Background: an optimization exercise with open tools, aiming at small area. Do not read the settings as production practice.
The RTL was checked by simulation tests, not by an equivalence proof against the original design.
Power figures rest on the tool's default switching activity, not on a simulated workload.

$ cat config.mk
export PLATFORM = sky130hd
export DESIGN_NAME = top_rx_surf
export DESIGN_NICKNAME = top_rx_surf
export VERILOG_FILES = /design/flow/design.v
export SDC_FILE = /design/flow/constraint.sdc
export NUM_CORES = 4
export LEC_CHECK = 0
export CAP_MARGIN = 20
export CORE_MARGIN = 2
export CORE_UTILIZATION = 40
export CTS_BUF_LIST = sky130_fd_sc_hd__clkbuf_4
export CTS_CLUSTER_DIAMETER = 100
export CTS_CLUSTER_SIZE = 30
export SLEW_MARGIN = 20
$ cat constraint.sdc
create_clock -name core_clock -period 10.0 [get_ports {clk}]
set_input_delay 2.0000 -clock core_clock [delete_from_list [all_inputs] [get_ports {clk}]]
set_output_delay 2.0000 -clock core_clock [all_outputs]
set_load 0.01 [all_outputs]
$ cat design.v
module uart_bps_1(clk, cnt_start, bps_sig, cnt_n);
  input clk;
  wire clk;
  input cnt_start;
  wire cnt_start;
  output bps_sig;
  wire bps_sig;
  output cnt_n;
  reg cnt_n;
  wire g0;
  wire g1;
  wire g10;
  wire g11;
  wire g12;
  wire g13;
  wire g14;
  wire g15;
  wire g16;
  wire g17;
  wire g18;
  wire g19;
  wire g2;
  wire g20;
  wire g21;
  wire g22;
  wire g23;
  wire g24;
  wire g25;
  wire g26;
  wire g27;
  wire g28;
  wire g29;
  wire g3;
  wire g30;
  wire g31;
  wire g32;
  wire g4;
  wire g5;
  wire g6;
  wire g7;
  wire g8;
  wire g9;
  wire [12:0] s;
  assign g4 = ~(s[8] | s[9]);
  assign g3 = s[10] | s[11];
  assign g2 = g4 & ~(g3);
  assign g1 = s[5] | s[2];
  assign g0 = cnt_n | ~(s[4]);
  assign g32 = ~(s[6] & s[3]);
  assign g18 = g32 | g0;
  assign g19 = g18 | g1;
  assign bps_sig = g2 & ~(g19);
  assign g20 = s[11] & s[9];
  assign g21 = ~(s[7] & s[10]);
  assign g22 = g20 & ~(g21);
  assign g23 = ~(s[1] & s[12]);
  assign g24 = s[6] | s[4];
  assign g25 = g24 | g1;
  assign g26 = g25 | g23;
  assign g27 = g26 | ~(g22);
  assign g28 = ~(g27 & cnt_start);
  assign g17 = s[2] & ~(g28);
  assign g16 = g28 | s[1];
  assign g15 = g28 | cnt_n;
  assign g29 = ~(s[1] ^ s[12]);
  assign g30 = ~(s[4] ^ cnt_n);
  assign g31 = g30 ^ g29;
  assign g14 = ~(g31 | g28);
  assign g13 = s[10] & ~(g28);
  assign g12 = g28 | s[9];
  assign g11 = g28 | s[8];
  assign g10 = g28 | s[7];
  assign g9 = s[6] & ~(g28);
  assign g8 = g28 | s[5];
  assign g7 = g28 | s[4];
  assign g6 = g28 | s[3];
  assign g5 = g28 | s[11];
  always @(posedge clk)
    cnt_n <= g14;
  reg g68;
  always @(posedge clk)
    g68 <= g15;
  assign s[1] = g68;
  reg g69;
  always @(posedge clk)
    g69 <= g16;
  assign s[2] = g69;
  reg g70;
  always @(posedge clk)
    g70 <= g17;
  assign s[3] = g70;
  reg g71;
  always @(posedge clk)
    g71 <= g5;
  assign s[12] = g71;
  reg g72;
  always @(posedge clk)
    g72 <= g6;
  assign s[4] = g72;
  reg g73;
  always @(posedge clk)
    g73 <= g7;
  assign s[5] = g73;
  reg g74;
  always @(posedge clk)
    g74 <= g8;
  assign s[6] = g74;
  reg g75;
  always @(posedge clk)
    g75 <= g9;
  assign s[7] = g75;
  reg g76;
  always @(posedge clk)
    g76 <= g10;
  assign s[8] = g76;
  reg g77;
  always @(posedge clk)
    g77 <= g11;
  assign s[9] = g77;
  reg g78;
  always @(posedge clk)
    g78 <= g12;
  assign s[10] = g78;
  reg g79;
  always @(posedge clk)
    g79 <= g13;
  assign s[11] = g79;
  assign s[0] = cnt_n;
endmodule
module uart_receive_1(clk, rst_n, clk_bps, data_rx, rx_int, data_tx, shift);
  input clk;
  wire clk;
  input rst_n;
  wire rst_n;
  input clk_bps;
  wire clk_bps;
  input data_rx;
  wire data_rx;
  output rx_int;
  reg rx_int;
  output [7:0] data_tx;
  reg [7:0] data_tx;
  output shift;
  wire shift;
  wire g0;
  wire g1;
  wire g10;
  wire g11;
  wire g12;
  wire g13;
  wire g14;
  wire g15;
  wire g16;
  wire g17;
  wire g18;
  wire g19;
  wire g2;
  wire g20;
  wire g21;
  wire g22;
  wire g23;
  wire g24;
  wire g25;
  wire g26;
  wire g27;
  wire g28;
  wire g29;
  wire g3;
  wire g4;
  wire g5;
  wire g6;
  wire g7;
  wire g8;
  wire g9;
  reg [3:0] num;
  reg [1:0] rx;
  assign g16 = clk_bps & ~(num[3]);
  assign g17 = num[0] & ~(g16);
  assign shift = clk_bps & ~(g17);
  assign g18 = num[1] & num[0];
  assign g19 = ~(g18 | clk_bps);
  assign g20 = num[1] & ~(g19);
  assign g21 = ~rx_int;
  assign g22 = g19 & num[2];
  assign g23 = g22 | g21;
  assign g11 = g23 | g20;
  assign g24 = num[1] & ~(clk_bps);
  assign g25 = rx_int & ~(g24);
  assign g26 = ~(clk_bps & num[0]);
  assign g10 = ~(g26 & g25);
  assign g27 = ~(g16 ^ num[0]);
  assign g9 = g25 & ~(g27);
  assign g8 = shift ? data_tx[7] : data_tx[6];
  assign g7 = shift ? data_tx[6] : data_tx[5];
  assign g6 = shift ? data_tx[5] : data_tx[4];
  assign g5 = shift ? data_rx : data_tx[7];
  assign g4 = shift ? data_tx[4] : data_tx[3];
  assign g28 = rx_int & ~(g18);
  assign g29 = rx[1] & ~(rx[0]);
  assign g3 = g29 | g28;
  assign g12 = shift ? data_tx[3] : data_tx[2];
  assign g13 = shift ? data_tx[2] : data_tx[1];
  assign g14 = shift ? data_tx[1] : data_tx[0];
  assign g0 = num[2] | ~(clk_bps);
  assign g1 = g19 & ~(num[3]);
  assign g2 = g0 & ~(g1);
  assign g15 = g2 | g21;
  always @(posedge clk)
    num[2] <= g11;
  always @(posedge clk)
    data_tx[1] <= g13;
  always @(posedge clk)
    data_tx[2] <= g12;
  always @(posedge clk, negedge rst_n)
    if (!rst_n) rx[0] <= 1'h1;
    else rx[0] <= data_rx;
  always @(posedge clk, negedge rst_n)
    if (!rst_n) rx_int <= 1'h0;
    else rx_int <= g3;
  always @(posedge clk)
    data_tx[3] <= g4;
  always @(posedge clk)
    data_tx[7] <= g5;
  always @(posedge clk)
    data_tx[4] <= g6;
  always @(posedge clk)
    data_tx[5] <= g7;
  always @(posedge clk)
    data_tx[6] <= g8;
  always @(posedge clk)
    num[0] <= g9;
  always @(posedge clk, negedge rst_n)
    if (!rst_n) rx[1] <= 1'h1;
    else rx[1] <= rx[0];
  always @(posedge clk)
    num[3] <= g15;
  always @(posedge clk)
    num[1] <= g10;
  always @(posedge clk)
    data_tx[0] <= g14;
endmodule
module surf_internet_rx(clk, rst_n, data_rx, shift, rx_int, cnt_b1, flag_en_1, addr_daohang_data, data_rx_end_internet);
  input clk;
  wire clk;
  input rst_n;
  wire rst_n;
  input [7:0] data_rx;
  wire [7:0] data_rx;
  input shift;
  wire shift;
  input rx_int;
  wire rx_int;
  input cnt_b1;
  wire cnt_b1;
  output flag_en_1;
  wire flag_en_1;
  output [7:0] addr_daohang_data;
  reg [7:0] addr_daohang_data;
  output [12:0] data_rx_end_internet;
  wire [12:0] data_rx_end_internet;
  reg [5:0] cnt_1;
  reg [6:0] count;
  reg [7:0] count_1;
  reg [3:0] d0;
  wire [3:0] d1;
  reg [3:0] direction;
  wire g0;
  wire g1;
  wire g10;
  wire g100;
  wire g101;
  wire g102;
  wire g103;
  wire g104;
  wire g105;
  wire g106;
  wire g107;
  wire g108;
  wire g109;
  wire g11;
  wire g110;
  wire g111;
  wire g112;
  wire g113;
  wire g114;
  wire g115;
  wire g116;
  wire g117;
  wire g118;
  wire g119;
  wire g12;
  wire g120;
  wire g121;
  wire g122;
  wire g123;
  wire g124;
  wire g125;
  wire g126;
  wire g127;
  wire g128;
  wire g129;
  wire g13;
  wire g130;
  wire g131;
  wire g132;
  wire g133;
  wire g134;
  wire g135;
  wire g136;
  wire g137;
  wire g138;
  wire g139;
  wire g14;
  wire g140;
  wire g141;
  wire g142;
  wire g143;
  wire g144;
  wire g145;
  wire g146;
  wire g147;
  wire g148;
  wire g149;
  wire g15;
  wire g150;
  wire g151;
  wire g152;
  wire g153;
  wire g154;
  wire g155;
  wire g156;
  wire g157;
  wire g158;
  wire g159;
  wire g16;
  wire g160;
  wire g161;
  wire g162;
  wire g163;
  wire g164;
  wire g165;
  wire g166;
  wire g167;
  wire g168;
  wire g169;
  wire g17;
  wire g170;
  wire g171;
  wire g172;
  wire g173;
  wire g174;
  wire g175;
  wire g176;
  wire g177;
  wire g178;
  wire g179;
  wire g18;
  wire g180;
  wire g181;
  wire g182;
  wire g183;
  wire g184;
  wire g185;
  wire g186;
  wire g187;
  wire g188;
  wire g189;
  wire g19;
  wire g190;
  wire g191;
  wire g192;
  wire g193;
  wire g194;
  wire g195;
  wire g196;
  wire g197;
  wire g198;
  wire g199;
  wire g2;
  wire g20;
  wire g200;
  wire g201;
  wire g202;
  wire g203;
  wire g204;
  wire g205;
  wire g206;
  wire g207;
  wire g208;
  wire g209;
  wire g21;
  wire g210;
  wire g211;
  wire g212;
  wire g213;
  wire g214;
  wire g215;
  wire g216;
  wire g217;
  wire g218;
  wire g219;
  wire g22;
  wire g220;
  wire g221;
  wire g222;
  wire g223;
  wire g224;
  wire g225;
  wire g226;
  wire g227;
  wire g228;
  wire g229;
  wire g23;
  wire g230;
  wire g231;
  wire g232;
  wire g233;
  wire g234;
  wire g235;
  wire g236;
  wire g237;
  wire g238;
  wire g239;
  wire g24;
  wire g240;
  wire g241;
  wire g242;
  wire g243;
  wire g244;
  wire g245;
  wire g246;
  wire g247;
  wire g248;
  wire g249;
  wire g25;
  wire g250;
  wire g251;
  wire g252;
  wire g253;
  wire g254;
  wire g255;
  wire g256;
  wire g257;
  wire g258;
  wire g259;
  wire g26;
  wire g260;
  wire g261;
  wire g262;
  wire g263;
  wire g264;
  wire g265;
  wire g266;
  wire g267;
  wire g268;
  wire g269;
  wire g27;
  wire g270;
  wire g271;
  wire g272;
  wire g273;
  wire g274;
  wire g275;
  wire g276;
  wire g277;
  wire g278;
  wire g279;
  wire g28;
  wire g280;
  wire g281;
  wire g282;
  wire g283;
  wire g284;
  wire g285;
  wire g286;
  wire g287;
  wire g288;
  wire g289;
  wire g29;
  wire g290;
  wire g291;
  wire g292;
  wire g293;
  wire g294;
  wire g295;
  wire g296;
  wire g297;
  wire g298;
  wire g299;
  wire g3;
  wire g30;
  wire g300;
  wire g301;
  wire g302;
  wire g303;
  wire g304;
  wire g305;
  wire g306;
  wire g307;
  wire g308;
  wire g309;
  wire g31;
  wire g310;
  wire g311;
  wire g312;
  wire g313;
  wire g314;
  wire g315;
  wire g316;
  wire g317;
  wire g318;
  wire g319;
  wire g32;
  wire g320;
  wire g321;
  wire g322;
  wire g323;
  wire g324;
  wire g325;
  wire g326;
  wire g327;
  wire g328;
  wire g329;
  wire g33;
  wire g330;
  wire g331;
  wire g332;
  wire g333;
  wire g334;
  wire g335;
  wire g336;
  wire g337;
  wire g338;
  wire g339;
  wire g34;
  wire g340;
  wire g341;
  wire g342;
  wire g343;
  wire g344;
  wire g345;
  wire g346;
  wire g347;
  wire g348;
  wire g349;
  wire g35;
  wire g350;
  wire g351;
  wire g352;
  wire g353;
  wire g354;
  wire g355;
  wire g356;
  wire g357;
  wire g358;
  wire g359;
  wire g36;
  wire g360;
  wire g361;
  wire g362;
  wire g363;
  wire g364;
  wire g365;
  wire g366;
  wire g367;
  wire g368;
  wire g369;
  wire g37;
  wire g370;
  wire g371;
  wire g372;
  wire g373;
  wire g374;
  wire g375;
  wire g376;
  wire g377;
  wire g378;
  wire g379;
  wire g38;
  wire g380;
  wire g381;
  wire g382;
  wire g383;
  wire g384;
  wire g385;
  wire g386;
  wire g387;
  wire g388;
  wire g389;
  wire g39;
  wire g390;
  wire g391;
  wire g392;
  wire g393;
  wire g394;
  wire g395;
  wire g396;
  wire g397;
  wire g398;
  wire g399;
  wire g4;
  wire g40;
  wire g400;
  wire g401;
  wire g402;
  wire g403;
  wire g404;
  wire g405;
  wire g406;
  wire g407;
  wire g408;
  wire g409;
  wire g41;
  wire g410;
  wire g411;
  wire g412;
  wire g413;
  wire g414;
  wire g415;
  wire g416;
  wire g417;
  wire g418;
  wire g419;
  wire g42;
  wire g420;
  wire g421;
  wire g422;
  wire g423;
  wire g424;
  wire g425;
  wire g426;
  wire g427;
  wire g428;
  wire g429;
  wire g43;
  wire g430;
  wire g431;
  wire g432;
  wire g433;
  wire g434;
  wire g435;
  wire g436;
  wire g437;
  wire g438;
  wire g439;
  wire g44;
  wire g440;
  wire g441;
  wire g442;
  wire g443;
  wire g444;
  wire g445;
  wire g446;
  wire g447;
  wire g448;
  wire g449;
  wire g45;
  wire g450;
  wire g451;
  wire g452;
  wire g453;
  wire g454;
  wire g455;
  wire g456;
  wire g457;
  wire g458;
  wire g459;
  wire g46;
  wire g460;
  wire g461;
  wire g462;
  wire g463;
  wire g464;
  wire g465;
  wire g466;
  wire g467;
  wire g468;
  wire g469;
  wire g47;
  wire g470;
  wire g471;
  wire g472;
  wire g473;
  wire g474;
  wire g475;
  wire g476;
  wire g477;
  wire g478;
  wire g479;
  wire g48;
  wire g480;
  wire g481;
  wire g482;
  wire g483;
  wire g484;
  wire g485;
  wire g486;
  wire g487;
  wire g488;
  wire g489;
  wire g49;
  wire g490;
  wire g491;
  wire g492;
  wire g493;
  wire g494;
  wire g495;
  wire g496;
  wire g497;
  wire g498;
  wire g499;
  wire g5;
  wire g50;
  wire g500;
  wire g501;
  wire g502;
  wire g503;
  wire g504;
  wire g505;
  wire g506;
  wire g507;
  wire g508;
  wire g509;
  wire g51;
  wire g510;
  wire g511;
  wire g512;
  wire g513;
  wire g514;
  wire g515;
  wire g516;
  wire g517;
  wire g518;
  wire g519;
  wire g52;
  wire g520;
  wire g521;
  wire g522;
  wire g523;
  wire g524;
  wire g525;
  wire g526;
  wire g527;
  wire g528;
  wire g529;
  wire g53;
  wire g530;
  wire g531;
  wire g532;
  wire g533;
  wire g54;
  wire g55;
  wire g56;
  wire g57;
  wire g58;
  wire g59;
  wire g6;
  wire g60;
  wire g61;
  wire g62;
  wire g63;
  wire g64;
  wire g65;
  wire g66;
  wire g67;
  wire g68;
  wire g69;
  wire g7;
  wire g70;
  wire g71;
  wire g72;
  wire g73;
  wire g74;
  wire g75;
  wire g76;
  wire g77;
  wire g78;
  wire g79;
  wire g8;
  wire g80;
  wire g81;
  wire g82;
  wire g83;
  wire g84;
  wire g85;
  wire g86;
  wire g87;
  wire g88;
  wire g89;
  wire g9;
  wire g90;
  wire g91;
  wire g92;
  wire g93;
  wire g94;
  wire g95;
  wire g96;
  wire g97;
  wire g98;
  wire g99;
  reg m1;
  reg m2;
  wire [3:0] n1;
  reg [3:0] n2;
  reg nege;
  reg nege1;
  reg [5:0] num;
  reg [5:0] num_1;
  reg pk1_comma;
  reg pk_comma;
  reg pk_digit;
  reg [3:0] pk_nib;
  reg [3:0] s1;
  reg [3:0] s2;
  reg timeout;
  reg timeout_1;
  reg [2:0] tmr;
  reg two;
  reg valid;
  assign g461 = g458 & ~(g460);
  assign g462 = g461 ^ data_rx[2];
  assign g463 = s2[3] & ~(g458);
  assign g464 = g463 ^ g529;
  assign g465 = g283 | ~(g287);
  assign g466 = g94 & ~(g288);
  assign g467 = g459 & ~(g466);
  assign g468 = g465 & ~(g467);
  assign g469 = g468 ^ g520;
  assign g470 = g469 | g464;
  assign g471 = g470 | g462;
  assign g472 = g457 & ~(g471);
  assign g473 = g472 & ~(g448);
  assign g349 = g473 | g441;
  assign g474 = count[6] ^ count[2];
  assign g475 = g18 & ~(g474);
  assign g476 = count[0] & ~(g16);
  assign g348 = g476 | g475;
  assign g347 = g43 ? pk_nib[3] : d0[3];
  assign g346 = g43 ? pk_nib[0] : d0[0];
  assign g477 = num_1[3] & ~(g429);
  assign g478 = num_1[2] & ~(g431);
  assign g345 = g478 | g477;
  assign g479 = cnt_1[4] & ~(g271);
  assign g480 = cnt_1[5] & ~(g268);
  assign g344 = g480 | g479;
  assign g481 = num_1[2] & ~(g429);
  assign g482 = num_1[1] & ~(g431);
  assign g343 = g482 | g481;
  assign g342 = g45 ? direction[3] : data_rx_end_internet[3];
  assign g483 = valid & ~(shift);
  assign g341 = g483 | nege;
  assign g484 = num_1[1] & ~(g429);
  assign g485 = num_1[0] & ~(g431);
  assign g340 = g485 | g484;
  assign g486 = num_1[5] & ~(g429);
  assign g487 = num_1[4] & ~(g431);
  assign g339 = g487 | g486;
  assign g488 = num_1[0] & ~(g429);
  assign g489 = num_1[2] & num_1[1];
  assign g490 = ~(num_1[4] & num_1[3]);
  assign g491 = g489 & ~(g490);
  assign g492 = num_1[0] & ~(g491);
  assign g493 = g492 ^ num_1[5];
  assign g494 = ~(g493 | g431);
  assign g338 = g494 | g488;
  assign g495 = num[3] & ~(g245);
  assign g497 = num[2] & ~(g247);
  assign g337 = g497 | g495;
  assign g498 = g443 & g289;
  assign g336 = g284 ? g498 : s2[3];
  assign g499 = num[2] & ~(g245);
  assign g500 = num[1] & ~(g247);
  assign g335 = g500 | g499;
  assign g501 = count_1[7] & ~(g40);
  assign g502 = g42 & count_1[6];
  assign g334 = g502 | g501;
  assign g503 = num[1] & ~(g245);
  assign g504 = num[0] & ~(g247);
  assign g333 = g504 | g503;
  assign g505 = num[0] & ~(g245);
  assign g506 = num[2] & num[1];
  assign g507 = ~(num[4] & num[3]);
  assign g508 = g506 & ~(g507);
  assign g509 = num[0] & ~(g508);
  assign g510 = g509 ^ num[5];
  assign g511 = ~(g510 | g247);
  assign g332 = g511 | g505;
  assign g331 = g240 ? pk_nib[3] : n1[3];
  always @(posedge clk, negedge rst_n)
    if (!rst_n) direction[2] <= 1'h0;
    else direction[2] <= g420;
  always @(posedge clk, negedge rst_n)
    if (!rst_n) n2[0] <= 1'h1;
    else n2[0] <= g421;
  always @(posedge clk, negedge rst_n)
    if (!rst_n) n2[1] <= 1'h1;
    else n2[1] <= g422;
  always @(posedge clk, negedge rst_n)
    if (!rst_n) n2[2] <= 1'h1;
    else n2[2] <= g423;
  always @(posedge clk, negedge rst_n)
    if (!rst_n) m2 <= 1'h0;
    else m2 <= g349;
  always @(posedge clk)
    count[1] <= g350;
  always @(posedge clk)
    num[3] <= g337;
  always @(posedge clk)
    count[2] <= g351;
  always @(posedge clk)
    num[0] <= g332;
  always @(posedge clk)
    count[3] <= g352;
  always @(posedge clk)
    num_1[0] <= g338;
  always @(posedge clk)
    pk_nib[3] <= g353;
  always @(posedge clk)
    count[4] <= g354;
  always @(posedge clk)
    count_1[7] <= g334;
  always @(posedge clk)
    num_1[4] <= g355;
  always @(posedge clk, negedge rst_n)
    if (!rst_n) num_1[5] <= 1'h1;
    else num_1[5] <= g339;
  always @(posedge clk, negedge rst_n)
    if (!rst_n) m1 <= 1'h0;
    else m1 <= g356;
  always @(posedge clk)
    tmr[2] <= g357;
  always @(posedge clk)
    num_1[1] <= g340;
  always @(posedge clk)
    count[6] <= g358;
  reg g1089;
  always @(posedge clk, negedge rst_n)
    if (!rst_n) g1089 <= 1'h1;
    else g1089 <= g331;
  assign n1[3] = g1089;
  always @(posedge clk)
    count[5] <= g359;
  always @(posedge clk, negedge rst_n)
    if (!rst_n) valid <= 1'h0;
    else valid <= g341;
  always @(posedge clk, negedge rst_n)
    if (!rst_n) addr_daohang_data[7] <= 1'h0;
    else addr_daohang_data[7] <= g360;
  always @(posedge clk)
    count_1[0] <= g361;
  reg g1094;
  always @(posedge clk, negedge rst_n)
    if (!rst_n) g1094 <= 1'h0;
    else g1094 <= g342;
  assign data_rx_end_internet[3] = g1094;
  always @(posedge clk)
    count_1[1] <= g362;
  always @(posedge clk)
    num_1[2] <= g343;
  always @(posedge clk)
    count_1[2] <= g363;
  always @(posedge clk)
    num[2] <= g335;
  always @(posedge clk)
    count_1[3] <= g364;
  always @(posedge clk, negedge rst_n)
    if (!rst_n) cnt_1[5] <= 1'h0;
    else cnt_1[5] <= g344;
  always @(posedge clk)
    count_1[4] <= g365;
  always @(posedge clk)
    num_1[3] <= g345;
  always @(posedge clk)
    count_1[5] <= g366;
  always @(posedge clk)
    num[1] <= g333;
  always @(posedge clk)
    count_1[6] <= g367;
  always @(posedge clk, negedge rst_n)
    if (!rst_n) d0[0] <= 1'h0;
    else d0[0] <= g346;
  always @(posedge clk, negedge rst_n)
    if (!rst_n) d0[1] <= 1'h0;
    else d0[1] <= g368;
  always @(posedge clk, negedge rst_n)
    if (!rst_n) d0[2] <= 1'h0;
    else d0[2] <= g369;
  reg g1109;
  always @(posedge clk, negedge rst_n)
    if (!rst_n) g1109 <= 1'h0;
    else g1109 <= g370;
  assign data_rx_end_internet[0] = g1109;
  always @(posedge clk, negedge rst_n)
    if (!rst_n) pk1_comma <= 1'h0;
    else pk1_comma <= g371;
  reg g1111;
  always @(posedge clk, negedge rst_n)
    if (!rst_n) g1111 <= 1'h0;
    else g1111 <= g372;
  assign data_rx_end_internet[1] = g1111;
  reg g1112;
  always @(posedge clk, negedge rst_n)
    if (!rst_n) g1112 <= 1'h0;
    else g1112 <= g373;
  assign data_rx_end_internet[2] = g1112;
  reg g1113;
  always @(posedge clk, negedge rst_n)
    if (!rst_n) g1113 <= 1'h0;
    else g1113 <= g374;
  assign d1[0] = g1113;
  always @(posedge clk, negedge rst_n)
    if (!rst_n) pk_digit <= 1'h0;
    else pk_digit <= g375;
  always @(posedge clk)
    num[4] <= g376;
  always @(posedge clk, negedge rst_n)
    if (!rst_n) d0[3] <= 1'h0;
    else d0[3] <= g347;
  reg g1117;
  always @(posedge clk, negedge rst_n)
    if (!rst_n) g1117 <= 1'h0;
    else g1117 <= g377;
  assign data_rx_end_internet[5] = g1117;
  reg g1118;
  always @(posedge clk, negedge rst_n)
    if (!rst_n) g1118 <= 1'h0;
    else g1118 <= g378;
  assign data_rx_end_internet[6] = g1118;
  reg g1119;
  always @(posedge clk, negedge rst_n)
    if (!rst_n) g1119 <= 1'h0;
    else g1119 <= g379;
  assign data_rx_end_internet[7] = g1119;
  reg g1120;
  always @(posedge clk, negedge rst_n)
    if (!rst_n) g1120 <= 1'h0;
    else g1120 <= g380;
  assign data_rx_end_internet[8] = g1120;
  reg g1121;
  always @(posedge clk, negedge rst_n)
    if (!rst_n) g1121 <= 1'h0;
    else g1121 <= g381;
  assign data_rx_end_internet[9] = g1121;
  reg g1122;
  always @(posedge clk, negedge rst_n)
    if (!rst_n) g1122 <= 1'h0;
    else g1122 <= g382;
  assign data_rx_end_internet[10] = g1122;
  reg g1123;
  always @(posedge clk, negedge rst_n)
    if (!rst_n) g1123 <= 1'h0;
    else g1123 <= g383;
  assign data_rx_end_internet[11] = g1123;
  always @(posedge clk, negedge rst_n)
    if (!rst_n) s1[0] <= 1'h0;
    else s1[0] <= g384;
  always @(posedge clk, negedge rst_n)
    if (!rst_n) n2[3] <= 1'h1;
    else n2[3] <= g385;
  always @(posedge clk, negedge rst_n)
    if (!rst_n) s1[1] <= 1'h0;
    else s1[1] <= g386;
  always @(posedge clk, negedge rst_n)
    if (!rst_n) s1[2] <= 1'h0;
    else s1[2] <= g387;
  always @(posedge clk, negedge rst_n)
    if (!rst_n) timeout <= 1'h0;
    else timeout <= g388;
  always @(posedge clk, negedge rst_n)
    if (!rst_n) timeout_1 <= 1'h0;
    else timeout_1 <= g389;
  reg g1130;
  always @(posedge clk, negedge rst_n)
    if (!rst_n) g1130 <= 1'h0;
    else g1130 <= g390;
  assign data_rx_end_internet[12] = g1130;
  always @(posedge clk, negedge rst_n)
    if (!rst_n) pk_comma <= 1'h0;
    else pk_comma <= g391;
  always @(posedge clk, negedge rst_n)
    if (!rst_n) s1[3] <= 1'h0;
    else s1[3] <= g392;
  always @(posedge clk, negedge rst_n)
    if (!rst_n) addr_daohang_data[0] <= 1'h0;
    else addr_daohang_data[0] <= g393;
  always @(posedge clk, negedge rst_n)
    if (!rst_n) addr_daohang_data[1] <= 1'h0;
    else addr_daohang_data[1] <= g394;
  always @(posedge clk, negedge rst_n)
    if (!rst_n) addr_daohang_data[2] <= 1'h0;
    else addr_daohang_data[2] <= g395;
  always @(posedge clk, negedge rst_n)
    if (!rst_n) addr_daohang_data[3] <= 1'h0;
    else addr_daohang_data[3] <= g396;
  always @(posedge clk, negedge rst_n)
    if (!rst_n) addr_daohang_data[4] <= 1'h0;
    else addr_daohang_data[4] <= g397;
  always @(posedge clk, negedge rst_n)
    if (!rst_n) addr_daohang_data[5] <= 1'h0;
    else addr_daohang_data[5] <= g398;
  always @(posedge clk, negedge rst_n)
    if (!rst_n) addr_daohang_data[6] <= 1'h0;
    else addr_daohang_data[6] <= g399;
  always @(posedge clk)
    tmr[0] <= g400;
  always @(posedge clk)
    count[0] <= g348;
  always @(posedge clk)
    tmr[1] <= g401;
  always @(posedge clk, negedge rst_n)
    if (!rst_n) nege <= 1'h0;
    else nege <= g496;
  always @(posedge clk, negedge rst_n)
    if (!rst_n) s2[3] <= 1'h0;
    else s2[3] <= g336;
  always @(posedge clk)
    two <= g413;
  always @(posedge clk)
    pk_nib[0] <= g402;
  always @(posedge clk)
    pk_nib[1] <= g403;
  always @(posedge clk)
    pk_nib[2] <= g404;
  reg g1149;
  always @(posedge clk, negedge rst_n)
    if (!rst_n) g1149 <= 1'h1;
    else g1149 <= g405;
  assign n1[1] = g1149;
  reg g1150;
  always @(posedge clk, negedge rst_n)
    if (!rst_n) g1150 <= 1'h0;
    else g1150 <= g406;
  assign d1[2] = g1150;
  always @(posedge clk, negedge rst_n)
    if (!rst_n) cnt_1[0] <= 1'h0;
    else cnt_1[0] <= g407;
  always @(posedge clk, negedge rst_n)
    if (!rst_n) num[5] <= 1'h1;
    else num[5] <= g408;
  always @(posedge clk)
    nege1 <= nege;
  always @(posedge clk, negedge rst_n)
    if (!rst_n) cnt_1[1] <= 1'h0;
    else cnt_1[1] <= g409;
  always @(posedge clk, negedge rst_n)
    if (!rst_n) direction[3] <= 1'h0;
    else direction[3] <= g410;
  always @(posedge clk, negedge rst_n)
    if (!rst_n) cnt_1[2] <= 1'h0;
    else cnt_1[2] <= g411;
  always @(posedge clk, negedge rst_n)
    if (!rst_n) cnt_1[3] <= 1'h0;
    else cnt_1[3] <= g412;
  always @(posedge clk, negedge rst_n)
    if (!rst_n) cnt_1[4] <= 1'h0;
    else cnt_1[4] <= g414;
  always @(posedge clk, negedge rst_n)
    if (!rst_n) s2[0] <= 1'h0;
    else s2[0] <= g415;
  always @(posedge clk, negedge rst_n)
    if (!rst_n) s2[1] <= 1'h0;
    else s2[1] <= g416;
  always @(posedge clk, negedge rst_n)
    if (!rst_n) s2[2] <= 1'h0;
    else s2[2] <= g417;
  always @(posedge clk, negedge rst_n)
    if (!rst_n) direction[0] <= 1'h0;
    else direction[0] <= g418;
  always @(posedge clk, negedge rst_n)
    if (!rst_n) direction[1] <= 1'h0;
    else direction[1] <= g419;
  assign g330 = cnt_1[1] & cnt_1[0];
  assign g329 = ~(g330 & cnt_1[2]);
  assign flag_en_1 = cnt_1[5] & ~(g329);
  assign g328 = ~num[3];
  assign g327 = num[4] | num[5];
  assign g326 = g328 & ~(g327);
  assign g325 = num[0] & ~(num[1]);
  assign g324 = g325 & num[2];
  assign g323 = ~(g324 & g326);
  assign g413 = pk_comma & ~(g323);
  assign g496 = cnt_b1 & ~(rx_int);
  assign g322 = ~(count[6] & count[2]);
  assign g321 = ~(count[5] & count[3]);
  assign g320 = ~(nege1 & pk_digit);
  assign g319 = g320 | g321;
  assign g318 = g319 | g322;
  assign g317 = num[0] | ~(num[1]);
  assign g316 = g317 | num[2];
  assign g315 = g316 | g318;
  assign g314 = g327 | g328;
  assign g313 = ~(g314 | g315);
  assign g423 = g313 ? pk_nib[2] : n2[2];
  assign g422 = g313 ? pk_nib[1] : n2[1];
  assign g421 = g313 ? pk_nib[0] : n2[0];
  assign g312 = nege & ~(count_1[5]);
  assign g311 = count_1[7] | ~(pk_digit);
  assign g310 = g312 & ~(g311);
  assign g309 = ~(count_1[2] & count_1[6]);
  assign g308 = ~(count_1[1] | count_1[0]);
  assign g307 = ~(count_1[4] | count_1[3]);
  assign g306 = ~(g307 & g308);
  assign g305 = g306 | g309;
  assign g304 = g310 & ~(g305);
  assign g303 = direction[2] & ~(g304);
  assign g302 = num_1[1] | ~(num_1[0]);
  assign g301 = g302 | ~(pk_nib[2]);
  assign g300 = num_1[4] | num_1[3];
  assign g299 = g300 | num_1[5];
  assign g298 = g299 | num_1[2];
  assign g297 = g304 & ~(g298);
  assign g296 = g297 & ~(g301);
  assign g420 = g296 | g303;
  assign g295 = direction[1] & ~(g304);
  assign g294 = g302 | ~(pk_nib[1]);
  assign g293 = g297 & ~(g294);
  assign g419 = g293 | g295;
  assign g292 = direction[0] & ~(g304);
  assign g291 = g302 | ~(pk_nib[0]);
  assign g290 = g297 & ~(g291);
  assign g418 = g290 | g292;
  assign g289 = m2 & nege;
  assign g288 = s2[1] & s2[0];
  assign g287 = ~(g288 | s2[2]);
  assign g286 = s2[3] & ~(g287);
  assign g285 = ~(g286 | g289);
  assign g284 = s2[2] & s2[0];
  assign g283 = ~(s2[3] | s2[1]);
  assign g282 = g283 | ~(g284);
  assign g281 = g282 & ~(g287);
  assign g417 = g285 ? s2[2] : g281;
  assign g280 = s2[0] & ~(g285);
  assign g279 = s2[1] & ~(g280);
  assign g278 = s2[1] | ~(s2[0]);
  assign g277 = s2[3] & s2[2];
  assign g276 = ~(g277 | g278);
  assign g275 = g276 & ~(g285);
  assign g416 = g275 | g279;
  assign g415 = ~(g285 ^ s2[0]);
  assign g274 = num_1[0] | ~(num_1[1]);
  assign g273 = ~(g274 | g298);
  assign g272 = cnt_1[3] & ~(g329);
  assign g271 = g272 | ~(g273);
  assign g270 = g302 | ~(num_1[2]);
  assign g269 = ~(g270 | g299);
  assign g268 = g269 | ~(g271);
  assign g267 = cnt_1[4] & ~(g268);
  assign g266 = cnt_1[3] & ~(g271);
  assign g414 = g266 | g267;
  assign g265 = g273 | cnt_1[3];
  assign g264 = g273 & ~(cnt_1[2]);
  assign g263 = g264 | g269;
  assign g412 = g265 & ~(g263);
  assign g262 = cnt_1[2] & ~(g268);
  assign g261 = cnt_1[1] & ~(g271);
  assign g411 = g261 | g262;
  assign g260 = direction[3] & ~(g304);
  assign g259 = g302 | ~(pk_nib[3]);
  assign g258 = g297 & ~(g259);
  assign g410 = g258 | g260;
  assign g257 = cnt_1[1] & ~(g268);
  assign g256 = cnt_1[0] & ~(g271);
  assign g409 = g256 | g257;
  assign g255 = s1[2] & s1[3];
  assign g254 = s1[1] | s1[0];
  assign g253 = g255 & ~(g254);
  assign g252 = ~(g253 | nege);
  assign g251 = timeout & ~(g252);
  assign g250 = s1[1] & s1[0];
  assign g249 = s1[2] | ~(s1[3]);
  assign g248 = g250 & ~(g249);
  assign g247 = g248 | ~(g251);
  assign g246 = num[4] & ~(g247);
  assign g245 = g248 | g251;
  assign g244 = num[5] & ~(g245);
  assign g408 = g244 | g246;
  assign g243 = ~cnt_1[0];
  assign g242 = ~(g271 | cnt_1[5]);
  assign g241 = cnt_1[0] & ~(g269);
  assign g407 = g242 ? g243 : g241;
  assign g240 = ~(g318 | g323);
  assign g406 = g240 ? pk_nib[2] : d1[2];
  assign g405 = g240 ? pk_nib[1] : n1[1];
  assign g239 = timeout & valid;
  assign g404 = g239 ? data_rx[2] : pk_nib[2];
  assign g403 = g239 ? data_rx[1] : pk_nib[1];
  assign g402 = g239 ? data_rx[0] : pk_nib[0];
  assign g238 = ~(n1[1] ^ pk_nib[1]);
  assign g237 = d1[2] ^ pk_nib[2];
  assign g236 = g238 & ~(g237);
  assign g235 = d1[0] ^ pk_nib[0];
  assign g234 = pk_nib[3] ^ n1[3];
  assign g233 = g234 | g235;
  assign g232 = g236 & ~(g233);
  assign g231 = g232 | ~(g240);
  assign g230 = ~(tmr[1] ^ tmr[0]);
  assign g401 = g231 & ~(g230);
  assign g229 = tmr[1] | tmr[2];
  assign g228 = g229 & ~(tmr[0]);
  assign g400 = g228 | ~(g231);
  assign g227 = flag_en_1 & addr_daohang_data[0];
  assign g226 = g227 & addr_daohang_data[1];
  assign g225 = g226 & addr_daohang_data[2];
  assign g224 = g225 & addr_daohang_data[3];
  assign g223 = g224 & addr_daohang_data[4];
  assign g222 = g223 & addr_daohang_data[5];
  assign g399 = g222 ^ addr_daohang_data[6];
  assign g398 = g223 ^ addr_daohang_data[5];
  assign g397 = g224 ^ addr_daohang_data[4];
  assign g396 = g225 ^ addr_daohang_data[3];
  assign g395 = g226 ^ addr_daohang_data[2];
  assign g394 = g227 ^ addr_daohang_data[1];
  assign g393 = flag_en_1 ^ addr_daohang_data[0];
  assign g221 = g254 & ~(g250);
  assign g220 = g221 | ~(g255);
  assign g219 = ~(m1 & nege);
  assign g218 = ~(s1[2] | s1[1]);
  assign g217 = s1[3] & ~(g218);
  assign g216 = g219 & ~(g217);
  assign g215 = g250 & ~(g216);
  assign g214 = ~(g215 & s1[2]);
  assign g213 = g214 & ~(s1[3]);
  assign g392 = g220 & ~(g213);
  assign g212 = data_rx[3] & data_rx[2];
  assign g211 = data_rx[4] | ~(data_rx[5]);
  assign g210 = g212 & ~(g211);
  assign g209 = data_rx[7] | data_rx[6];
  assign g208 = data_rx[1] | data_rx[0];
  assign g207 = g208 | g209;
  assign g206 = g210 & ~(g207);
  assign g391 = g239 ? g206 : pk_comma;
  assign g205 = n1[3] & ~(n1[1]);
  assign g204 = d0[2] ^ d0[0];
  assign g203 = d1[2] & d0[1];
  assign g202 = n1[1] & ~(n1[3]);
  assign g201 = g202 & d0[0];
  assign g200 = ~(d1[2] | d0[1]);
  assign g199 = g201 & ~(g200);
  assign g198 = ~(g199 | g203);
  assign g197 = g204 & ~(g198);
  assign g196 = g198 & ~(g204);
  assign g195 = ~(g196 | g197);
  assign g194 = g195 ^ g205;
  assign g193 = ~g194;
  assign g192 = d0[2] & d0[0];
  assign g191 = d0[3] ^ d0[1];
  assign g190 = g191 ^ g192;
  assign g189 = ~(g197 | g205);
  assign g188 = ~(g189 | g196);
  assign g187 = g188 & g190;
  assign g186 = d0[3] & d0[1];
  assign g185 = ~(g186 ^ d0[2]);
  assign g184 = g191 & g192;
  assign g183 = ~(g185 | g184);
  assign g182 = g187 ? g185 : g183;
  assign g181 = g182 & ~(g193);
  assign g180 = ~(g203 | g200);
  assign g179 = ~(g180 ^ g201);
  assign g178 = g188 ^ g190;
  assign g177 = g178 & ~(g179);
  assign g176 = ~(g178 ^ g179);
  assign g175 = g202 ^ d0[0];
  assign g174 = d1[0] & ~(g179);
  assign g173 = ~(g174 & g175);
  assign g172 = ~g175;
  assign g171 = g172 & ~(g174);
  assign g170 = g194 & ~(g171);
  assign g169 = g173 & ~(g170);
  assign g168 = g176 & ~(g169);
  assign g167 = ~(g168 | g177);
  assign g166 = g193 & ~(g182);
  assign g165 = ~(g166 | g167);
  assign g164 = ~(g165 | g181);
  assign g163 = g183 & ~(g187);
  assign g162 = d0[2] & ~(g163);
  assign g161 = ~(g162 ^ d0[3]);
  assign g160 = g178 & ~(g161);
  assign g159 = g178 | ~(g161);
  assign g158 = g159 & ~(g160);
  assign g157 = ~(g158 ^ g164);
  assign g156 = ~two;
  assign g155 = g173 & ~(g171);
  assign g154 = g155 ^ g194;
  assign g153 = n2[1] & d1[0];
  assign g152 = ~(g153 | n2[2]);
  assign g151 = ~(g153 & n2[2]);
  assign g150 = g151 & ~(g175);
  assign g149 = ~(g150 | g152);
  assign g148 = g149 & n2[3];
  assign g147 = g149 | n2[3];
  assign g146 = ~d1[0];
  assign g145 = g179 ^ g146;
  assign g144 = g145 & g147;
  assign g143 = g144 | g148;
  assign g142 = g143 & g154;
  assign g141 = ~(g169 ^ g176);
  assign g140 = g141 & g142;
  assign g139 = ~(g181 | g166);
  assign g138 = g139 ^ g167;
  assign g137 = g138 & ~(g140);
  assign g136 = g156 & ~(g137);
  assign g135 = g140 & ~(g138);
  assign g134 = g136 & ~(g135);
  assign g133 = g134 & g157;
  assign g132 = g147 & ~(g148);
  assign g131 = g132 ^ g145;
  assign g130 = two ? g194 : g131;
  assign g129 = g151 & ~(g152);
  assign g128 = g129 ^ g172;
  assign g127 = two ? g179 : g128;
  assign g126 = g127 & ~(g130);
  assign g125 = g143 ^ g154;
  assign g124 = two ? g178 : g125;
  assign g123 = g124 | ~(g126);
  assign g122 = g141 ^ g142;
  assign g121 = two ? g182 : g122;
  assign g120 = ~(g121 & g123);
  assign g119 = g120 | ~(g133);
  assign g118 = g164 & ~(g160);
  assign g117 = g118 | ~(g159);
  assign g116 = g117 ^ g182;
  assign g115 = g156 & ~(g116);
  assign g114 = ~tmr[2];
  assign g113 = tmr[1] & tmr[0];
  assign g112 = g113 & ~(g114);
  assign g111 = g112 | g323;
  assign g110 = g111 | g115;
  assign g109 = g119 & ~(g110);
  assign g108 = ~(g135 ^ g157);
  assign g107 = g108 | two;
  assign g106 = n2[1] ^ d1[0];
  assign g105 = two ? g175 : g106;
  assign g104 = g126 & ~(g105);
  assign g103 = g124 & ~(g104);
  assign g102 = g103 | g121;
  assign g101 = two & ~(g161);
  assign g100 = g101 | g134;
  assign g99 = g100 | g102;
  assign g98 = g107 & ~(g99);
  assign g97 = g109 & ~(g98);
  assign g96 = data_rx_end_internet[12] & ~(g97);
  assign g95 = g109 & ~(g107);
  assign g390 = g95 | g96;
  assign g94 = s2[1] | s2[0];
  assign g93 = g277 & ~(g94);
  assign g92 = count_1[4] & count_1[3];
  assign g91 = g92 & g308;
  assign g90 = timeout_1 & ~(g91);
  assign g389 = g90 | g93;
  assign g89 = count[1] & count[0];
  assign g88 = ~(count[4] & count[5]);
  assign g87 = g89 & ~(g88);
  assign g86 = timeout & ~(g87);
  assign g388 = g86 | g248;
  assign g85 = ~g253;
  assign g84 = ~s1[2];
  assign g83 = g215 ^ g84;
  assign g387 = g85 & ~(g83);
  assign g82 = s1[0] & ~(g216);
  assign g386 = g82 ^ s1[1];
  assign g385 = g313 ? pk_nib[3] : n2[3];
  assign g81 = g216 ^ s1[0];
  assign g384 = g85 & ~(g81);
  assign g383 = g97 ? g100 : data_rx_end_internet[11];
  assign g80 = two ? d1[0] : n2[0];
  assign g79 = g80 & g105;
  assign g78 = g127 & ~(g79);
  assign g77 = g130 & ~(g78);
  assign g76 = ~(g77 & g124);
  assign g75 = g133 & ~(g76);
  assign g74 = g75 ^ g121;
  assign g382 = g97 ? g74 : data_rx_end_internet[10];
  assign g73 = data_rx_end_internet[9] & ~(g97);
  assign g72 = g80 | g105;
  assign g71 = g127 & ~(g72);
  assign g70 = g130 & ~(g71);
  assign g69 = ~(g70 | g124);
  assign g68 = g69 & ~(g121);
  assign g67 = g68 | ~(g133);
  assign g66 = ~(g67 | g78);
  assign g65 = g66 & g130;
  assign g64 = g65 | g124;
  assign g63 = g75 | ~(g97);
  assign g62 = g64 & ~(g63);
  assign g381 = g62 | g73;
  assign g61 = g66 ^ g130;
  assign g380 = g97 ? g61 : data_rx_end_internet[8];
  assign g60 = g67 | g79;
  assign g59 = g60 ^ g127;
  assign g379 = g97 ? g59 : data_rx_end_internet[7];
  assign g58 = g80 & ~(g67);
  assign g57 = g58 ^ g105;
  assign g378 = g97 ? g57 : data_rx_end_internet[6];
  assign g56 = ~(g67 ^ g80);
  assign g377 = g97 ? g56 : data_rx_end_internet[5];
  assign g55 = num[4] & ~(g245);
  assign g54 = num[3] & ~(g247);
  assign g376 = g54 | g55;
  assign g53 = pk_digit & ~(g239);
  assign g52 = data_rx[2] | data_rx[1];
  assign g51 = ~(g52 & data_rx[3]);
  assign g50 = ~(data_rx[5] & valid);
  assign g49 = ~(data_rx[4] & timeout);
  assign g48 = g49 | g209;
  assign g47 = g48 | g50;
  assign g46 = g51 & ~(g47);
  assign g375 = g46 | g53;
  assign g374 = g240 ? pk_nib[0] : d1[0];
  assign g45 = g273 & ~(g97);
  assign g373 = g45 ? direction[2] : data_rx_end_internet[2];
  assign g372 = g45 ? direction[1] : data_rx_end_internet[1];
  assign g44 = ~(timeout_1 & valid);
  assign g371 = g44 ? pk1_comma : g206;
  assign g370 = g45 ? direction[0] : data_rx_end_internet[0];
  assign g43 = g326 & ~(g315);
  assign g369 = g43 ? pk_nib[2] : d0[2];
  assign g368 = g43 ? pk_nib[1] : d0[1];
  assign g42 = nege & pk1_comma;
  assign g41 = count_1[5] | ~(g42);
  assign g40 = g42 | g93;
  assign g39 = ~(g40 | count_1[6]);
  assign g367 = g41 & ~(g39);
  assign g38 = count_1[5] & ~(g40);
  assign g37 = g42 & count_1[4];
  assign g366 = g37 | g38;
  assign g36 = count_1[4] & ~(g40);
  assign g35 = g42 & count_1[3];
  assign g365 = g35 | g36;
  assign g34 = count_1[3] & ~(g40);
  assign g33 = g42 & count_1[2];
  assign g364 = g33 | g34;
  assign g32 = g40 | count_1[2];
  assign g31 = g42 & ~(count_1[1]);
  assign g363 = g32 & ~(g31);
  assign g30 = count_1[1] & ~(g40);
  assign g29 = g42 & count_1[0];
  assign g362 = g29 | g30;
  assign g28 = count_1[0] & ~(g40);
  assign g27 = ~(count_1[5] & count_1[1]);
  assign g26 = g27 | g309;
  assign g25 = g92 & ~(g26);
  assign g24 = count_1[0] ^ count_1[6];
  assign g23 = g24 | g25;
  assign g22 = count_1[7] ^ count_1[1];
  assign g21 = g22 ^ g23;
  assign g20 = g42 & ~(g21);
  assign g361 = g20 | g28;
  assign g19 = g222 & addr_daohang_data[6];
  assign g360 = g19 ^ addr_daohang_data[7];
  assign g18 = pk_comma & nege;
  assign g17 = count[4] | ~(g18);
  assign g16 = g18 | g248;
  assign g15 = ~(g16 | count[5]);
  assign g359 = g17 & ~(g15);
  assign g14 = g16 | count[6];
  assign g13 = g18 & ~(count[5]);
  assign g358 = g14 & ~(g13);
  assign g12 = g113 ^ g114;
  assign g357 = g231 & ~(g12);
  assign g11 = m1 & ~(valid);
  assign g10 = g221 | s1[2];
  assign g9 = s1[0] & ~(s1[1]);
  assign g8 = g9 & ~(g84);
  assign g7 = g8 | s1[3];
  assign g6 = g7 | ~(g10);
  assign g5 = g6 ^ data_rx[0];
  assign g4 = s1[3] & ~(g9);
  assign g3 = ~(s1[3] | s1[1]);
  assign g2 = g3 | s1[2];
  assign g1 = ~(g2 | g4);
  assign g0 = g1 & ~(data_rx[4]);
  assign g533 = s1[3] | s1[0];
  assign g532 = g218 ^ data_rx[2];
  assign g531 = g532 ^ g533;
  assign g530 = g531 | g0;
  assign g529 = ~data_rx[6];
  assign g528 = ~(g249 | s1[1]);
  assign g527 = g529 & ~(g528);
  assign g526 = g9 & ~(g255);
  assign g525 = g526 ^ data_rx[3];
  assign g524 = g525 | g527;
  assign g523 = g528 & ~(g529);
  assign g522 = g523 | g524;
  assign g521 = g522 | g530;
  assign g520 = ~data_rx[1];
  assign g519 = g218 | s1[3];
  assign g518 = g519 | ~(g221);
  assign g517 = g518 & ~(g528);
  assign g516 = g517 ^ g520;
  assign g515 = data_rx[4] & ~(g1);
  assign g514 = g50 | data_rx[7];
  assign g513 = g514 | g515;
  assign g512 = g513 | g516;
  assign g424 = g512 | g521;
  assign g425 = g5 & ~(g424);
  assign g356 = g425 | g11;
  assign g426 = g277 & ~(g278);
  assign g427 = g426 | nege;
  assign g428 = ~(g427 & timeout_1);
  assign g429 = g93 | ~(g428);
  assign g430 = num_1[4] & ~(g429);
  assign g431 = g428 | g93;
  assign g432 = num_1[3] & ~(g431);
  assign g355 = g432 | g430;
  assign g433 = count[4] & ~(g16);
  assign g434 = g18 & count[3];
  assign g354 = g434 | g433;
  assign g353 = g239 ? data_rx[3] : pk_nib[3];
  assign g435 = g16 | count[3];
  assign g436 = g18 & ~(count[2]);
  assign g352 = g435 & ~(g436);
  assign g437 = g16 | count[2];
  assign g438 = g18 & ~(count[1]);
  assign g351 = g437 & ~(g438);
  assign g439 = count[1] & ~(g16);
  assign g440 = g18 & count[0];
  assign g350 = g440 | g439;
  assign g441 = m2 & ~(valid);
  assign g442 = ~(s2[2] | s2[0]);
  assign g443 = s2[1] & ~(s2[3]);
  assign g444 = g443 | g442;
  assign g445 = ~(s2[3] | s2[2]);
  assign g446 = g445 ^ data_rx[3];
  assign g447 = g446 ^ g444;
  assign g448 = g447 | g514;
  assign g449 = g278 | ~(s2[2]);
  assign g450 = g442 | s2[3];
  assign g451 = g449 & ~(g450);
  assign g452 = g451 ^ data_rx[0];
  assign g453 = ~(g442 & s2[1]);
  assign g454 = ~(g449 | s2[3]);
  assign g455 = g454 | ~(g453);
  assign g456 = g455 ^ data_rx[4];
  assign g457 = ~(g456 | g452);
  assign g458 = ~(g94 & g287);
  assign g459 = s2[2] & ~(s2[3]);
  assign g460 = g459 & ~(s2[0]);
  assign { n1[2], n1[0] } = { d1[2], d1[0] };
  assign data_rx_end_internet[4] = 1'h1;
endmodule
module top_rx_surf(
	input 			clk,
	input 			rst_n,
	input 			data_rx,
	output			flag_en_1,
	output [7:0]	addr_daohang_data,
	output [12:0]	data_rx_end_internet
    );
	wire	[7:0]	data_tx;
	wire			rx_int, clk_bps, cnt_b1, shift;
surf_internet_rx u_surf_internet_rx (
    .clk(clk),
    .rst_n(rst_n),
    .data_rx(data_tx),
    .shift(shift),
    .rx_int(rx_int),
    .cnt_b1(cnt_b1),
	.flag_en_1(flag_en_1),
	.addr_daohang_data(addr_daohang_data),
    .data_rx_end_internet(data_rx_end_internet)
    );
uart_bps_1 u_uart_bps_1 (
    .clk(clk),
    .cnt_start(rx_int),
    .bps_sig(clk_bps),
    .cnt_n(cnt_b1)
    );
uart_receive_1 u_uart_receive_1 (
    .clk(clk),
    .rst_n(rst_n),
    .clk_bps(clk_bps),
    .data_rx(data_rx),
    .rx_int(rx_int),
    .data_tx(data_tx),
    .shift(shift)
    );
endmodule
$ cat flow/run.sh
#!/bin/bash
# Layout flow: the standard flow (standard.sh: ORFS with the standard
# synthesis), with two changes to how the layout is made:
#  - the port buffers are the smallest buffer (buf_1) instead of the cell
#    buffer_ports picks by itself;
#  - clock tree synthesis inserts no dummy loads.
# Each tool's output is in the ORFS logs; make's output goes to flow.log.
set -euo pipefail
cd "$(dirname "$0")/.."
bash standard.sh \
  BUFFER_PORTS_ARGS="-buffer_cell sky130_fd_sc_hd__buf_1" \
  CTS_ARGS="-sink_clustering_enable -repair_clock_nets -sink_clustering_size 30 -sink_clustering_max_diameter 100 -buf_list sky130_fd_sc_hd__clkbuf_8 -dont_use_dummy_load" \
  finish > flow.log 2>&1
$ cat standard.sh
#!/bin/bash
# synth_recipe.tcl (not shown) runs the flow's synth.tcl, then flattens the netlist and writes it again
# the make line also repeats each setting of config.mk as NAME=value (left out here)
make -C /OpenROAD-flow-scripts/flow DESIGN_CONFIG=/design/flow/config.mk WORK_HOME=/design/flow/orfs CLKGATE_MAP_FILE= SYNTH_SCRIPT=/design/flow/synth_recipe.tcl "${@:-finish}"
==> results_dict.tcl, run 1 <==
set metrics [dict create \
    whs_path_depth 0 \
    synth.area.top_cells "dfrtp_1 22%, dfxtp_1 15%, ha_1 6.8%" \
    hold_viol 0 \
    mostFrequentLayoutCells "59 x nand2_1, 54 x dfrtp_1, 50 x o21ai_0, 47 x dfxtp_1, 37 x inv_1" \
    ant_nets 0 \
    p_int_uw 713.4 \
    final_common_cell "nand2_1" \
    grt_pass1_wl_um 18810 \
    r2r_cells 18 \
    max_cap_viol_count 0 \
    synth.avg_cell_area_um2 10.36 \
    die_x_um 127.3 \
    hpwlAfterDp_um 8019 \
    die_h_um 127.3 \
    syn_nets 631 \
    slew_viol_final 0 \
    yosysTopAreaCellShare 0.2222 \
    ys_seq_elements 123 \
    p_switching_uw 202.5 \
    synth-main-ff-cell "dfrtp_1" \
    cts.sinks 123 \
    synth-async-reset-ratio 0.5203 \
    gp_congestion 0.8186 \
    max_slew_margin 0.4986 \
    start_util 0.4046 \
    hold_buffers 0 \
    first_pass_iters 4 \
    synth_area_um2 6082 \
    path_max_fanout 11 \
    pwr-share-clk 0.336 \
    power.switching_fraction 0.2211 \
    postCtsSetupBuffers 0 \
    synth_largest_area_cell "dfrtp_1" \
    rsz0062_at_grt "no" \
    antenna_found_initial 0 \
    yosysSeqAreaShare 0.4793 \
    clk_pin_slew_worst_paths_ns 0.07 \
    postSynthCellCount 587 \
    grt_use_met1 0.1836 \
    wire_per_inst_um 13.93 \
    cts-resized-gates 0 \
    tightest_slew_ns 0.7443 \
    final_util 0.4304 \
    clock_latency_ns 0.42 \
    drt-total-wl_um 10950 \
    drt_iter0_markers 218 \
    setup_violations 0 \
    fin_crit_sh 0.5138 \
    multiInputGateArea_um2 2851 \
    seqCellArea_um2 2915 \
    track_usage 0.1435 \
    crit_path_start_kind "flop" \
    diodes 0 \
    ys_types 62 \
    finalCriticalPeriod_ns 5.138 \
    gr-total-overflow 0 \
    grt_pass1_vias 3930 \
    syn_to_final_growth_pct 6.377 \
    numCtsBuffers 17 \
    layout.nets 644 \
    crit_arrival_ns 5.44 \
    worst-setup-path-type "flop to flop" \
    power_uw 915.9 \
    crit_path_end_kind "flop" \
    cts_htree_levels 4 \
    hp-class "flop to flop" \
    drive_gt1_frac 0.1120 \
    use_met2 0.2325 \
    clockRootBuffer "clkbuf_8" \
    avgViaCountPerCell 5.206 \
    fp-row-count 45 \
    cts_tree "built" \
    nFillCells 1436 \
    drc 0 \
    combPwrFrac 0.060 \
    dieArea_um2 16210 \
    fin_tns_setup_ns 0 \
    grt_max_degree 34 \
    power.density_nw_per_um2 141.6 \
    cts.path.max_buffers 2 \
    met3_usage 0.04355 \
    fin_worst_skew_ns 0.02148 \
    io_pins 25 \
    critPathRequiredTime_ns 10.30 \
    ir_drop_uv 108.7 \
    power.leakage_uw 0.002842 \
    grt-busiest-layer "met2" \
    vias 4092 \
    core_area_um2 15030 \
    synth-edff-count 12 \
    p_seq_frac 0.604 \
    fmax_mhz 194.6 \
    ys_warn_count 3 \
    io_buffers 23 \
    status "finished clean" \
]
-- power by group through the flow --
stage,registers (µW),clock network [µW],logic [µW]
floorplan,556,0,44.2
global placement,562,0,54.8
detailed placement,562,0,57.0
CTS,553,323,57.3
global route,556,345,63.9
finish,553,308,55.3
-- Yosys cell counts (4+ instances only) --
master and instances:
or2_2 7, a21oi_1 16, mux2_4 7, a21o_1 6, xnor2_1 13, nand2_1 59
and2_1 6, edfxtp_1 12, ha_1 33, nand3b_1 5, dfrtp_1 54, nand3_1 18
nor2_1 30, nor3_1 10, fa_1 8, mux2i_1 6, inv_1 37, xor2_1 11
dfstp_2 10, o31ai_1 5, mux2_2 15, clkbuf_1 15, nand4_1 4, nor2b_1 7
nand2b_1 13, a31oi_1 4, a22o_1 12, buf_4 13, dfxtp_1 47, o21ai_0 50
-- sequential cells by signal, indices dropped and copies added (netlist names), 6 cells and up --
signal and flops:
u_surf_internet_rx.addr_daohang_data 8, u_surf_internet_rx.cnt_1 6, u_surf_internet_rx.count 7, u_surf_internet_rx.count_1 8
u_surf_internet_rx.num 6, u_surf_internet_rx.num_1 6, u_uart_receive_1.data_tx 8
-- layer usage --
layer,share of wire,vias to the layer above
met5,0,-
met4,0.014,0
met3,0.037,15
met2,0.47,64
met1,0.48,1957
li1,-,2056
-- layout make-up --
| class | count | area share |
|---|---|---|
| Multi-Input combinational cell | 397 | 0.4407 |
| Inverter | 37 | 0.02147 |
| Sequential cell | 123 | 0.4506 |
| Clock buffer | 17 | 0.03616 |
| Timing Repair Buffer | 24 | 0.01470 |
| Tap cell | 188 | 0.03636 |
-- stage by stage --
step                      worst slack (ns)  hold WS [ns]  instance area, µm²  cells
after floorplan                      5.506        0.3517                6082    587
after global placement               5.013        0.3579                6236    769
after detailed placement             4.876        0.3585                6236    769
after CTS                            4.875        0.3690                6470    786
after global routing                 4.501        0.3728                6470    786
final                                4.862        0.3667                6470    786
-- worst paths after layout --
check | startpoint | end | slack [ns]
worst max-delay path | u_surf_internet_rx.g1089$_DFFE_PN1N_ | u_surf_internet_rx.g1112$_DFFE_PN0P_ | 4.86
worst min-delay path | u_uart_receive_1.rx[0]$_DFF_PN1_ | u_uart_receive_1.rx[1]$_DFF_PN1_ | 0.37
worst max register to register | u_surf_internet_rx.g1089$_DFFE_PN1N_ | u_surf_internet_rx.g1112$_DFFE_PN0P_ | 4.86
worst min register to register | u_uart_receive_1.rx[0]$_DFF_PN1_ | u_uart_receive_1.rx[1]$_DFF_PN1_ | 0.37
max in group asynchronous | rst_n | u_surf_internet_rx.g1149$_DFFE_PN1N_ | 7.44
min in group asynchronous | rst_n | u_surf_internet_rx.g1118$_DFFE_PN0P_ | 1.63
-- critical path: stages, from the launching register on --
cell and delay, ns:
dfstp_2 0.55, nor2b_1 0.05, ha_1 0.17, inv_1 0.06, fa_1 0.16, inv_1 0.05
fa_1 0.60, inv_1 0.09, fa_1 0.45, fa_1 0.42, inv_1 0.09, fa_1 0.19
fa_1 0.46, a21boi_0 0.16, nor4_1 0.27, o32ai_1 0.15, o211ai_2 0.47, nor2b_4 0.33
mux2_4 0.32
-- kinds of logic (layout without fill, tap and decap cells) --
| group | after synthesis | count (layout) | share of synthesized area |
|---|---|---|---|
| multiplexers | 28 | 28 | 0.05493 |
| adder cells (fa/ha/maj) | 41 | 41 | 0.09422 |
| buffers and inverters | 67 | 78 | 0.05184 |
| other | 1 | 1 | 0.0006166 |
| AO/OA/AOI/OAI | 118 | 118 | 0.1273 |
| XOR/XNOR | 24 | 24 | 0.03456 |
| flip-flops | 123 | 123 | 0.4793 |
| AND/OR/NAND/NOR | 185 | 185 | 0.1572 |
==> run 2: changes to the inputs <==
--- a/flow/run.sh
+++ b/flow/run.sh
@@ -10,4 +10,4 @@
 bash standard.sh \
   BUFFER_PORTS_ARGS="-buffer_cell sky130_fd_sc_hd__buf_1" \
-  CTS_ARGS="-sink_clustering_enable -repair_clock_nets -sink_clustering_size 30 -sink_clustering_max_diameter 100 -buf_list sky130_fd_sc_hd__clkbuf_8 -dont_use_dummy_load" \
+  CTS_ARGS="-repair_clock_nets -buf_list sky130_fd_sc_hd__clkbuf_4 -dont_use_dummy_load" \
   finish > flow.log 2>&1
==> results_dict.tcl, run 2 <==
set metrics [dict create \
    status "finished clean" \
    layout.nets 644 \
    yosysSeqAreaShare 0.4793 \
    first_pass_iters 4 \
    die_x_um 127.3 \
    hold_viol 0 \
    finalCriticalPeriod_ns 5.143 \
    fp-row-count 45 \
    path_max_fanout 11 \
    synth_commonest_cells "59 x nand2_1, 54 x dfrtp_1, 50 x o21ai_0, 47 x dfxtp_1, 37 x inv_1" \
    crit_path_end_kind "flop" \
    drt-total-wl_um 11000 \
    diodes 0 \
    min-delay-start "u_uart_receive_1.rx[0]$_DFF_PN1_" \
    grt_max_degree 34 \
    ys_seq_elements 123 \
    synth_area_um2 6082 \
    crit_path_start_kind "flop" \
    clk_pin_slew_worst_paths_ns 0.10 \
    ant_nets 0 \
    cts-resized-gates 0 \
    io_pins 25 \
    postSynthCellCount 587 \
    syn_nets 631 \
    synth_largest_area_cell "dfrtp_1" \
    crit_arrival_ns 5.53 \
    avgViaCountPerCell 5.230 \
    rsz0062_at_grt "no" \
    slew_viol_final 0 \
    yosysTopAreaCellShare 0.2222 \
    final_common_cell "nand2_1" \
    nFillCells 1450 \
    synth.avg_cell_area_um2 10.36 \
    power.leakage_uw 0.002798 \
    io_buffers 23 \
    numCtsBuffers 17 \
    synth-edff-count 12 \
    postCtsSetupBuffers 0 \
    fin_crit_sh 0.5143 \
    track_usage 0.1438 \
    fin_worst_skew_ns 0.03350 \
    fmax_mhz 194.5 \
    clockRootBuffer "clkbuf_4" \
    synth-main-ff-cell "dfrtp_1" \
    cp-startpoint "u_surf_internet_rx.g1089$_DFFE_PN1N_" \
    post_layout_nonfiller_instances 786 \
    core_area_um2 15030 \
    multiInputGateArea_um2 2851 \
    placed_cells 769 \
    synth.most_common_cell "nand2_1" \
    largestRegisters "u_surf_internet_rx.addr_daohang_data x8, u_surf_internet_rx.count_1 x8, u_uart_receive_1.data_tx x8" \
    setup_violations 0 \
    fin_area_um2 6364 \
    gr-total-overflow 0 \
    dieArea_um2 16210 \
    r2r_start "u_surf_internet_rx.g1089$_DFFE_PN1N_" \
    dpl_cell_area_um2 6236 \
    syn_to_final_growth_pct 4.629 \
    wire_per_inst_um 13.99 \
    antenna_found_initial 0 \
    synth-async-reset-ratio 0.5203 \
    tightest_slew_ns 0.7272 \
    fin_tns_setup_ns 0 \
    gp_congestion 0.8186 \
    cts_tree "built" \
    clock_latency_ns 0.51 \
    hold_buffers 0 \
    die_h_um 127.3 \
    ys_warn_count 3 \
    vias 4111 \
    cts.sinks 123 \
    max_cap_viol_count 0 \
    max_slew_margin 0.5101 \
    mostFrequentLayoutCells "59 x nand2_1, 54 x dfrtp_1, 50 x o21ai_0, 47 x dfxtp_1, 37 x inv_1" \
    grt_pass1_vias 3916 \
    reg2reg_slack_ns 4.86 \
    cts_htree_levels 4 \
    hp-class "flop to flop" \
    drc 0 \
    start_util 0.4046 \
    seqCellArea_um2 2915 \
    hpwlAfterDp_um 8019 \
    ir_drop_uv 90.81 \
    power_uw 835.4 \
    grt_pass1_wl_um 18820 \
    drive_gt1_frac 0.1120 \
    cts.path.max_buffers 2 \
    drt_iter0_markers 237 \
    worst-setup-path-type "flop to flop" \
    critPathRequiredTime_ns 10.39 \
    final_util 0.4233 \
    ys_types 62 \
    power.density_nw_per_um2 131.3 \
    synth.area.top_cells "dfrtp_1 22%, dfxtp_1 15%, ha_1 6.8%" \
]
[run 2: cell counts after synthesis]
No cell type changed its count.
[run 2: critical path: stages (launching register included)]
cell	delay, ns
dfstp_2	0.56
nor2b_1	0.05
ha_1	0.17
inv_1	0.06
fa_1	0.16
inv_1	0.05
fa_1	0.60
inv_1	0.09
fa_1	0.45
fa_1	0.42
inv_1	0.09
fa_1	0.19
fa_1	0.46
a21boi_0	0.17
nor4_1	0.27
o32ai_1	0.15
o211ai_2	0.47
nor2b_4	0.33
mux2_4	0.32
[run 2: cell families after synthesis]
logic type / count (synthesis) / synth area share
AO/OA/AOI/OAI: 118 / 0.1273
flip-flops: 123 / 0.4793
adder cells (fa/ha/maj): 41 / 0.09422
other: 1 / 0.0006166
AND/OR/NAND/NOR: 185 / 0.1572
XOR/XNOR: 24 / 0.03456
multiplexers: 28 / 0.05493
buffers and inverters: 67 / 0.05184
[run 2: area by class of cell]
class,instances,area share
inverters,37,0.02182
well taps,188,0.03696
flip-flops and latches,123,0.4581
clock buffers,17,0.02006
repair buffers,24,0.01494
multi-input cells,397,0.4481
[run 2: power by group]
group	switching, µW	internal [µW]
logic	25.6	29.7
registers	18.5	534
clock network	150	77.6
total	194	641
[run 2: per-stage QoR]
step | hold slack (ns) | setup slack, ns
floorplan | 0.3517 | 5.506
global placement | 0.3579 | 5.013
detailed placement | 0.3585 | 4.876
CTS | 0.3745 | 4.877
global route | 0.3792 | 4.505
finish | 0.3715 | 4.857
[run 2: worst paths after layout]
check,end,cells past startpoint
setup / recovery,u_surf_internet_rx.g1112$_DFFE_PN0P_,18
hold / removal,u_uart_receive_1.rx[1]$_DFF_PN1_,0
hold reg to reg,u_uart_receive_1.rx[1]$_DFF_PN1_,0
setup reg to reg,u_surf_internet_rx.g1112$_DFFE_PN0P_,18
min in group asynchronous,u_surf_internet_rx.g1118$_DFFE_PN0P_,1
max in group asynchronous,u_surf_internet_rx.g1149$_DFFE_PN1N_,2
[run 2: layer usage]
layer | global-route usage | vias up | wire, µm
met5 | 0 | - | 0
met4 | 0.04525 | 0 | 106
met3 | 0.04355 | 11 | 411
met2 | 0.2337 | 73 | 5181
met1 | 0.1847 | 1970 | 5298
li1 | - | 2057 | -

## separate check: timing with driven ports
No port has a modelled driver above. Below, the same layouts with a new extraction and two added sets of constraints. Step 1 sets driving cells, clkbuf_16 on the clock port and buf_2 on the other inputs (assumed; they add their load-dependent delay and slew). Step 2 adds t to the input delays and takes it off the output delays; t is the mean of the earliest and latest rising clock arrival at the registers after step 1. Input paths then give back, and output paths get back, about the clock's delay inside the block. Three values: ideal, step 1, step 2; two values: the first two.
| run | shift t [ns] | slack for setup (ns) | hold WS [ns] | clock arrival spread, ns |
|---|---|---|---|---|
| run 1 | 0.444 | 4.862 / 4.862 / 4.862 | 0.367 / 0.367 / 0.367 | 0.023 / 0.023 |
| run 2 | 0.526 | 4.857 / 4.857 / 4.857 | 0.371 / 0.371 / 0.371 | 0.037 / 0.037 |
After both steps setup and hold are still met in every run listed.
